From an optimization exercise on the open Yosys and OpenROAD flow, aimed at small area and a short achievable clock period; shortcuts taken in it are not production practice.
The RTL was checked by simulation tests, not by an equivalence proof against the original design.
Power is estimated from default activity; no workload was simulated.

==> inputs of v5 <==
==> flow/design.v <==
`timescale 1ns / 1ps
module decode(
    input  wire        clk,
    input  wire        rst,
    input  wire        wb_reg_write,
    input  wire [4:0]  wb_write_reg_location,
    input  wire [31:0] mem_wb_write_data,
    input  wire [31:0] if_id_instr,
    input  wire [31:0] if_id_npc,
    output reg  [1:0]  id_ex_wb,
    output reg  [2:0]  id_ex_mem,
    output reg  [5:0]  id_ex_alu,
    output reg  [31:0] id_ex_npc,
    output reg  [31:0] id_ex_rs_val,
    output reg  [31:0] id_ex_rt_val,
    output reg  [15:0] id_ex_imm,
    output reg  [4:0]  id_ex_write_reg,
    output reg         id_ex_cleared
);
    wire [5:0] opcode = if_id_instr[31:26];
    wire [4:0] rs     = if_id_instr[25:21];
    wire [4:0] rt     = if_id_instr[20:16];
    wire [4:0] rd     = if_id_instr[15:11];
    wire [5:0] funct  = if_id_instr[5:0];
    wire [31:0] rs_val, rt_val;
    regfile rf0 (
        .clk(clk),
        .rst(rst),
        .we(wb_reg_write),
        .waddr(wb_write_reg_location),
        .wdata(mem_wb_write_data),
        .ra(rs),
        .rb(rt),
        .rdata_a(rs_val),
        .rdata_b(rt_val)
    );
    wire is_r   = (opcode == 6'b000000);
    wire is_lw  = (opcode == 6'b100011);
    wire is_sw  = (opcode == 6'b101011);
    wire is_beq = (opcode == 6'b000100);
    wire f_add = (funct == 6'b100000);
    wire f_sub = (funct == 6'b100010);
    wire f_and = (funct == 6'b100100);
    wire f_or  = (funct == 6'b100101);
    wire f_slt = (funct == 6'b101010);
    wire alusrc  = is_lw | is_sw;
    wire sel_slt = is_r & f_slt;
    wire sel_and = is_r & f_and;
    wire sel_or  = is_r & f_or;
    wire sel_sum = is_r ? (f_add | f_sub) : 1'b1;
    wire inv_b   = is_beq | (is_r & (f_sub | f_slt));
    always @(posedge clk) begin
        id_ex_cleared   <= rst;
        id_ex_wb        <= {is_r | is_lw, is_lw};
        id_ex_mem       <= {is_beq, is_lw, is_sw};
        id_ex_alu       <= {alusrc, inv_b, sel_sum, sel_slt, sel_and, sel_or};
        id_ex_npc       <= if_id_npc;
        id_ex_rs_val    <= rs_val;
        id_ex_rt_val    <= rt_val;
        id_ex_imm       <= if_id_instr[15:0];
        id_ex_write_reg <= is_r ? rd : rt;
    end
endmodule
module regfile(
    input  wire        clk,
    input  wire        rst,
    input  wire        we,
    input  wire [4:0]  waddr,
    input  wire [31:0] wdata,
    input  wire [4:0]  ra,
    input  wire [4:0]  rb,
    output reg  [31:0] rdata_a,
    output reg  [31:0] rdata_b
);
    reg [31:0] regs [0:31];
    reg [31:0] valid;
    integer i;
    genvar w;
    generate
        for (w = 0; w < 32; w = w + 1) begin : word
            wire wen = we & (waddr == w);
            always @(posedge clk)
                if (wen) regs[w] <= wdata;
            always @(posedge clk)
                valid[w] <= ~rst & (valid[w] | wen);
        end
    endgenerate
    always @(*) begin
        rdata_a = 32'b0;
        rdata_b = 32'b0;
        for (i = 0; i < 32; i = i + 1) begin
            rdata_a = rdata_a | (regs[i] & {32{valid[i] & (ra == i)}});
            rdata_b = rdata_b | (regs[i] & {32{valid[i] & (rb == i)}});
        end
    end
endmodule
`timescale 1ns / 1ps
module execute(
    input  wire        clk,
    input  wire        rst,
    input  wire        cleared,
    input  wire [1:0]  wb_ctl,
    input  wire [2:0]  m_ctl,
    input  wire [5:0]  alu_ctl,
    input  wire [31:0] npc,
    input  wire [31:0] rs_val,
    input  wire [31:0] rt_val,
    input  wire [15:0] imm,
    input  wire [4:0]  write_reg,
    output reg  [1:0]  ex_mem_wb,
    output reg         ex_mem_branch,
    output reg         ex_mem_memread,
    output reg         ex_mem_memwrite,
    output reg  [31:0] ex_mem_npc,
    output reg         ex_mem_zero,
    output reg  [31:0] ex_mem_alu_result,
    output reg  [31:0] ex_mem_rdata2,
    output reg  [4:0]  ex_mem_write_reg
);
    wire alusrc  = alu_ctl[5];
    wire inv_b   = alu_ctl[4];
    wire sel_sum = alu_ctl[3];
    wire sel_slt = alu_ctl[2];
    wire sel_and = alu_ctl[1];
    wire sel_or  = alu_ctl[0];
    wire [31:0] sext = {{16{imm[15]}}, imm};
    wire [31:0] a    = rs_val;
    wire [31:0] b    = alusrc ? sext : rt_val;
    wire [31:0] bx   = b ^ {32{inv_b}};
    wire [31:0] sum = a + bx + {31'b0, inv_b};
    wire [31:0] cin_z = {a[30:0] | bx[30:0], inv_b};
    wire sum_zero = &(~(a ^ bx ^ cin_z));
    wire lt = (a[31] ^ bx[31]) ? sum[31] : a[31];
    wire [31:0] and_ab = a & b;
    wire [31:0] or_ab  = a | b;
    wire [31:0] result = ({32{sel_sum}} & sum)
                       | {31'b0, sel_slt & lt}
                       | ({32{sel_and}} & and_ab)
                       | ({32{sel_or}}  & or_ab);
    wire zero = sel_sum ? sum_zero :
                sel_slt ? ~lt :
                sel_and ? ~|and_ab :
                sel_or  ? ~|or_ab : 1'b1;
    wire [31:0] target = npc + {sext[29:0], 2'b00};
    wire kill = rst | cleared;
    always @(posedge clk) begin
        if (kill) begin
            ex_mem_wb         <= 2'b00;
            ex_mem_branch     <= 1'b0;
            ex_mem_memread    <= 1'b0;
            ex_mem_memwrite   <= 1'b0;
            ex_mem_npc        <= 32'b0;
            ex_mem_alu_result <= 32'b0;
            ex_mem_rdata2     <= 32'b0;
            ex_mem_write_reg  <= 5'b0;
        end
        else begin
            ex_mem_wb         <= wb_ctl;
            ex_mem_branch     <= m_ctl[2];
            ex_mem_memread    <= m_ctl[1];
            ex_mem_memwrite   <= m_ctl[0];
            ex_mem_npc        <= target;
            ex_mem_alu_result <= result;
            ex_mem_rdata2     <= rt_val;
            ex_mem_write_reg  <= write_reg;
        end
        ex_mem_zero <= ~rst & (cleared | zero);
    end
endmodule
`timescale 1ns / 1ps
module mips_id_ex(
    input  wire        clk,
    input  wire        rst,
    input  wire        wb_reg_write,
    input  wire [4:0]  wb_write_reg_location,
    input  wire [31:0] mem_wb_write_data,
    input  wire [31:0] if_id_instr,
    input  wire [31:0] if_id_npc,
    output wire [1:0]  ex_mem_wb,
    output wire        ex_mem_branch,
    output wire        ex_mem_memread,
    output wire        ex_mem_memwrite,
    output wire [31:0] ex_mem_npc,
    output wire        ex_mem_zero,
    output wire [31:0] ex_mem_alu_result,
    output wire [31:0] ex_mem_rdata2,
    output wire [4:0]  ex_mem_write_reg
);
    wire [1:0]  id_ex_wb;
    wire [2:0]  id_ex_mem;
    wire [5:0]  id_ex_alu;
    wire [31:0] id_ex_npc, id_ex_rs_val, id_ex_rt_val;
    wire [15:0] id_ex_imm;
    wire [4:0]  id_ex_write_reg;
    wire        id_ex_cleared;
    decode id0 (
        .clk(clk),
        .rst(rst),
        .wb_reg_write(wb_reg_write),
        .wb_write_reg_location(wb_write_reg_location),
        .mem_wb_write_data(mem_wb_write_data),
        .if_id_instr(if_id_instr),
        .if_id_npc(if_id_npc),
        .id_ex_wb(id_ex_wb),
        .id_ex_mem(id_ex_mem),
        .id_ex_alu(id_ex_alu),
        .id_ex_npc(id_ex_npc),
        .id_ex_rs_val(id_ex_rs_val),
        .id_ex_rt_val(id_ex_rt_val),
        .id_ex_imm(id_ex_imm),
        .id_ex_write_reg(id_ex_write_reg),
        .id_ex_cleared(id_ex_cleared)
    );
    execute ex0 (
        .clk(clk),
        .rst(rst),
        .cleared(id_ex_cleared),
        .wb_ctl(id_ex_wb),
        .m_ctl(id_ex_mem),
        .alu_ctl(id_ex_alu),
        .npc(id_ex_npc),
        .rs_val(id_ex_rs_val),
        .rt_val(id_ex_rt_val),
        .imm(id_ex_imm),
        .write_reg(id_ex_write_reg),
        .ex_mem_wb(ex_mem_wb),
        .ex_mem_branch(ex_mem_branch),
        .ex_mem_memread(ex_mem_memread),
        .ex_mem_memwrite(ex_mem_memwrite),
        .ex_mem_npc(ex_mem_npc),
        .ex_mem_zero(ex_mem_zero),
        .ex_mem_alu_result(ex_mem_alu_result),
        .ex_mem_rdata2(ex_mem_rdata2),
        .ex_mem_write_reg(ex_mem_write_reg)
    );
endmodule
==> flow/run.sh <==
#!/bin/bash
# synth_recipe.tcl (not shown) runs the flow's synth.tcl, then flattens the netlist and writes it again
# the make line also repeats each setting of config.mk as NAME=value (left out here)
make -C /OpenROAD-flow-scripts/flow DESIGN_CONFIG=/design/flow/config.mk WORK_HOME=/design/flow/orfs CLKGATE_MAP_FILE= SYNTH_SCRIPT=/design/flow/synth_recipe.tcl finish
==> flow/config.mk <==
export PLATFORM = sky130hd
export DESIGN_NAME = mips_id_ex
export DESIGN_NICKNAME = mips_id_ex
export VERILOG_FILES = /design/flow/design.v
export SDC_FILE = /design/flow/constraint.sdc
export NUM_CORES = 4
export LEC_CHECK = 0
export ABC_AREA = 0
export ABC_CLOCK_PERIOD_IN_PS = 2500
export CAP_MARGIN = 20
export CORE_MARGIN = 2
export CORE_UTILIZATION = 40
export SETUP_SLACK_MARGIN = 2.0
export SLEW_MARGIN = 20
==> flow/constraint.sdc <==
create_clock -name core_clock -period 5.0 [get_ports {clk}]
set_input_delay 1.0000 -clock core_clock [delete_from_list [all_inputs] [get_ports {clk}]]
set_output_delay 1.0000 -clock core_clock [all_outputs]
set_load 0.01 [all_outputs]
==> v17: changes against v5 <==
--- a/flow/design.v
+++ b/flow/design.v
@@ -11,7 +11,7 @@
     output reg  [2:0]  id_ex_mem,
-    output reg  [5:0]  id_ex_alu,
-    output reg  [31:0] id_ex_npc,
+    output reg  [4:0]  id_ex_alu,
+    output reg  [31:0] id_ex_target,
     output reg  [31:0] id_ex_rs_val,
     output reg  [31:0] id_ex_rt_val,
-    output reg  [15:0] id_ex_imm,
+    output reg  [31:0] id_ex_b,
     output reg  [4:0]  id_ex_write_reg,
@@ -19,7 +19,8 @@
 );
-    wire [5:0] opcode = if_id_instr[31:26];
-    wire [4:0] rs     = if_id_instr[25:21];
-    wire [4:0] rt     = if_id_instr[20:16];
-    wire [4:0] rd     = if_id_instr[15:11];
-    wire [5:0] funct  = if_id_instr[5:0];
+    wire [5:0]  opcode = if_id_instr[31:26];
+    wire [4:0]  rs     = if_id_instr[25:21];
+    wire [4:0]  rt     = if_id_instr[20:16];
+    wire [4:0]  rd     = if_id_instr[15:11];
+    wire [5:0]  funct  = if_id_instr[5:0];
+    wire [31:0] sext   = {{16{if_id_instr[15]}}, if_id_instr[15:0]};
     wire [31:0] rs_val, rt_val;
@@ -51,2 +52,3 @@
     wire inv_b   = is_beq | (is_r & (f_sub | f_slt));
+    wire [31:0] b = alusrc ? sext : rt_val;
     always @(posedge clk) begin
@@ -55,7 +57,7 @@
         id_ex_mem       <= {is_beq, is_lw, is_sw};
-        id_ex_alu       <= {alusrc, inv_b, sel_sum, sel_slt, sel_and, sel_or};
-        id_ex_npc       <= if_id_npc;
+        id_ex_alu       <= {inv_b, sel_sum, sel_slt, sel_and, sel_or};
+        id_ex_target    <= if_id_npc + {sext[29:0], 2'b00};
         id_ex_rs_val    <= rs_val;
         id_ex_rt_val    <= rt_val;
-        id_ex_imm       <= if_id_instr[15:0];
+        id_ex_b         <= b ^ {32{inv_b}};
         id_ex_write_reg <= is_r ? rd : rt;
@@ -103,7 +105,7 @@
     input  wire [2:0]  m_ctl,
-    input  wire [5:0]  alu_ctl,
-    input  wire [31:0] npc,
+    input  wire [4:0]  alu_ctl,
+    input  wire [31:0] target,
     input  wire [31:0] rs_val,
     input  wire [31:0] rt_val,
-    input  wire [15:0] imm,
+    input  wire [31:0] b,
     input  wire [4:0]  write_reg,
@@ -119,3 +121,2 @@
 );
-    wire alusrc  = alu_ctl[5];
     wire inv_b   = alu_ctl[4];
@@ -125,10 +126,8 @@
     wire sel_or  = alu_ctl[0];
-    wire [31:0] sext = {{16{imm[15]}}, imm};
-    wire [31:0] a    = rs_val;
-    wire [31:0] b    = alusrc ? sext : rt_val;
-    wire [31:0] bx   = b ^ {32{inv_b}};
-    wire [31:0] sum = a + bx + {31'b0, inv_b};
-    wire [31:0] cin_z = {a[30:0] | bx[30:0], inv_b};
-    wire sum_zero = &(~(a ^ bx ^ cin_z));
-    wire lt = (a[31] ^ bx[31]) ? sum[31] : a[31];
+    wire [31:0] a = rs_val;
+    wire [32:0] sum33 = {a, 1'b1} + {b, inv_b};
+    wire [31:0] sum   = sum33[32:1];
+    wire [31:0] cin_z = {a[30:0] | b[30:0], inv_b};
+    wire sum_zero = &(~(a ^ b ^ cin_z));
+    wire lt = (a[31] ^ b[31]) ? sum[31] : a[31];
     wire [31:0] and_ab = a & b;
@@ -143,3 +142,2 @@
                 sel_or  ? ~|or_ab : 1'b1;
-    wire [31:0] target = npc + {sext[29:0], 2'b00};
     wire kill = rst | cleared;
@@ -190,5 +188,4 @@
     wire [2:0]  id_ex_mem;
-    wire [5:0]  id_ex_alu;
-    wire [31:0] id_ex_npc, id_ex_rs_val, id_ex_rt_val;
-    wire [15:0] id_ex_imm;
+    wire [4:0]  id_ex_alu;
+    wire [31:0] id_ex_target, id_ex_rs_val, id_ex_rt_val, id_ex_b;
     wire [4:0]  id_ex_write_reg;
@@ -206,6 +203,6 @@
         .id_ex_alu(id_ex_alu),
-        .id_ex_npc(id_ex_npc),
+        .id_ex_target(id_ex_target),
         .id_ex_rs_val(id_ex_rs_val),
         .id_ex_rt_val(id_ex_rt_val),
-        .id_ex_imm(id_ex_imm),
+        .id_ex_b(id_ex_b),
         .id_ex_write_reg(id_ex_write_reg),
@@ -220,6 +217,6 @@
         .alu_ctl(id_ex_alu),
-        .npc(id_ex_npc),
+        .target(id_ex_target),
         .rs_val(id_ex_rs_val),
         .rt_val(id_ex_rt_val),
-        .imm(id_ex_imm),
+        .b(id_ex_b),
         .write_reg(id_ex_write_reg),
--- a/flow/config.mk
+++ b/flow/config.mk
@@ -8,3 +8,2 @@
 export ABC_AREA = 0
-export ABC_CLOCK_PERIOD_IN_PS = 2500
 export CAP_MARGIN = 20
@@ -12,3 +11,3 @@
 export CORE_UTILIZATION = 40
-export SETUP_SLACK_MARGIN = 2.0
+export SETUP_SLACK_MARGIN = 3.0
 export SLEW_MARGIN = 20
==> comparison <==
Against v17, the die area of v5 is lower by 1.0%.
In sequential power, v5 and v17 hardly differ.
Against v5, the sequential cell count of v17 is higher by 15.
Between v5 and v17, the lower sequential share of layout area is in v17 (gap 6.8 points).
==> figures <==
	v17	v5
Sequential cell power	12.0 mW	11.9 mW
Non-clk buf share	0.149	0.0728
Antenna violations before repair	33	23
Clock buffer instance count of the final layout	166	192
FF-to-FF path depth	10	16
Share of the synthesized area in compound gates (AO/OA/AOI/OAI)	0.180	0.182
Largest clock skew in the final design	0.0357 ns	0.0489 ns
Outcome	no timing/DRC/antenna violations	no timing/DRC/antenna violations
Synth top area share	0.561	0.567
Wire length per cell after detailed routing	44.3 µm	43.8 µm

static timing again, ports no longer ideal:
The results above use ideal ports. As a check the final layouts listed here were re-extracted and re-timed, cells and wires unchanged. Step 1 assumes that a clkbuf_16 drives the clock port and a buf_2 every other input. Step 2 adds t to the input delays and takes it off the output delays; t is the mean of the earliest and latest rising clock arrival at the registers after step 1. Input paths then give back, and output paths get back, about the clock's delay inside the block. Slacks: ideal / step 1 / step 2; pairs: ideal / step 1.
| run | t, ns | setup WS [ns] | cell pins on the clock port's net |
|---|---|---|---|
| v5 | 0.867 | 1.562 / 1.562 / 1.008 | 1 |
| v17 | 0.887 | 2.341 / 2.213 / 1.326 | 1 |
After both steps setup and hold are still met in every run listed. For v17, which loses most, drivers alone change the setup slack by -0.128 ns; drivers and shift together by -1.015 ns.
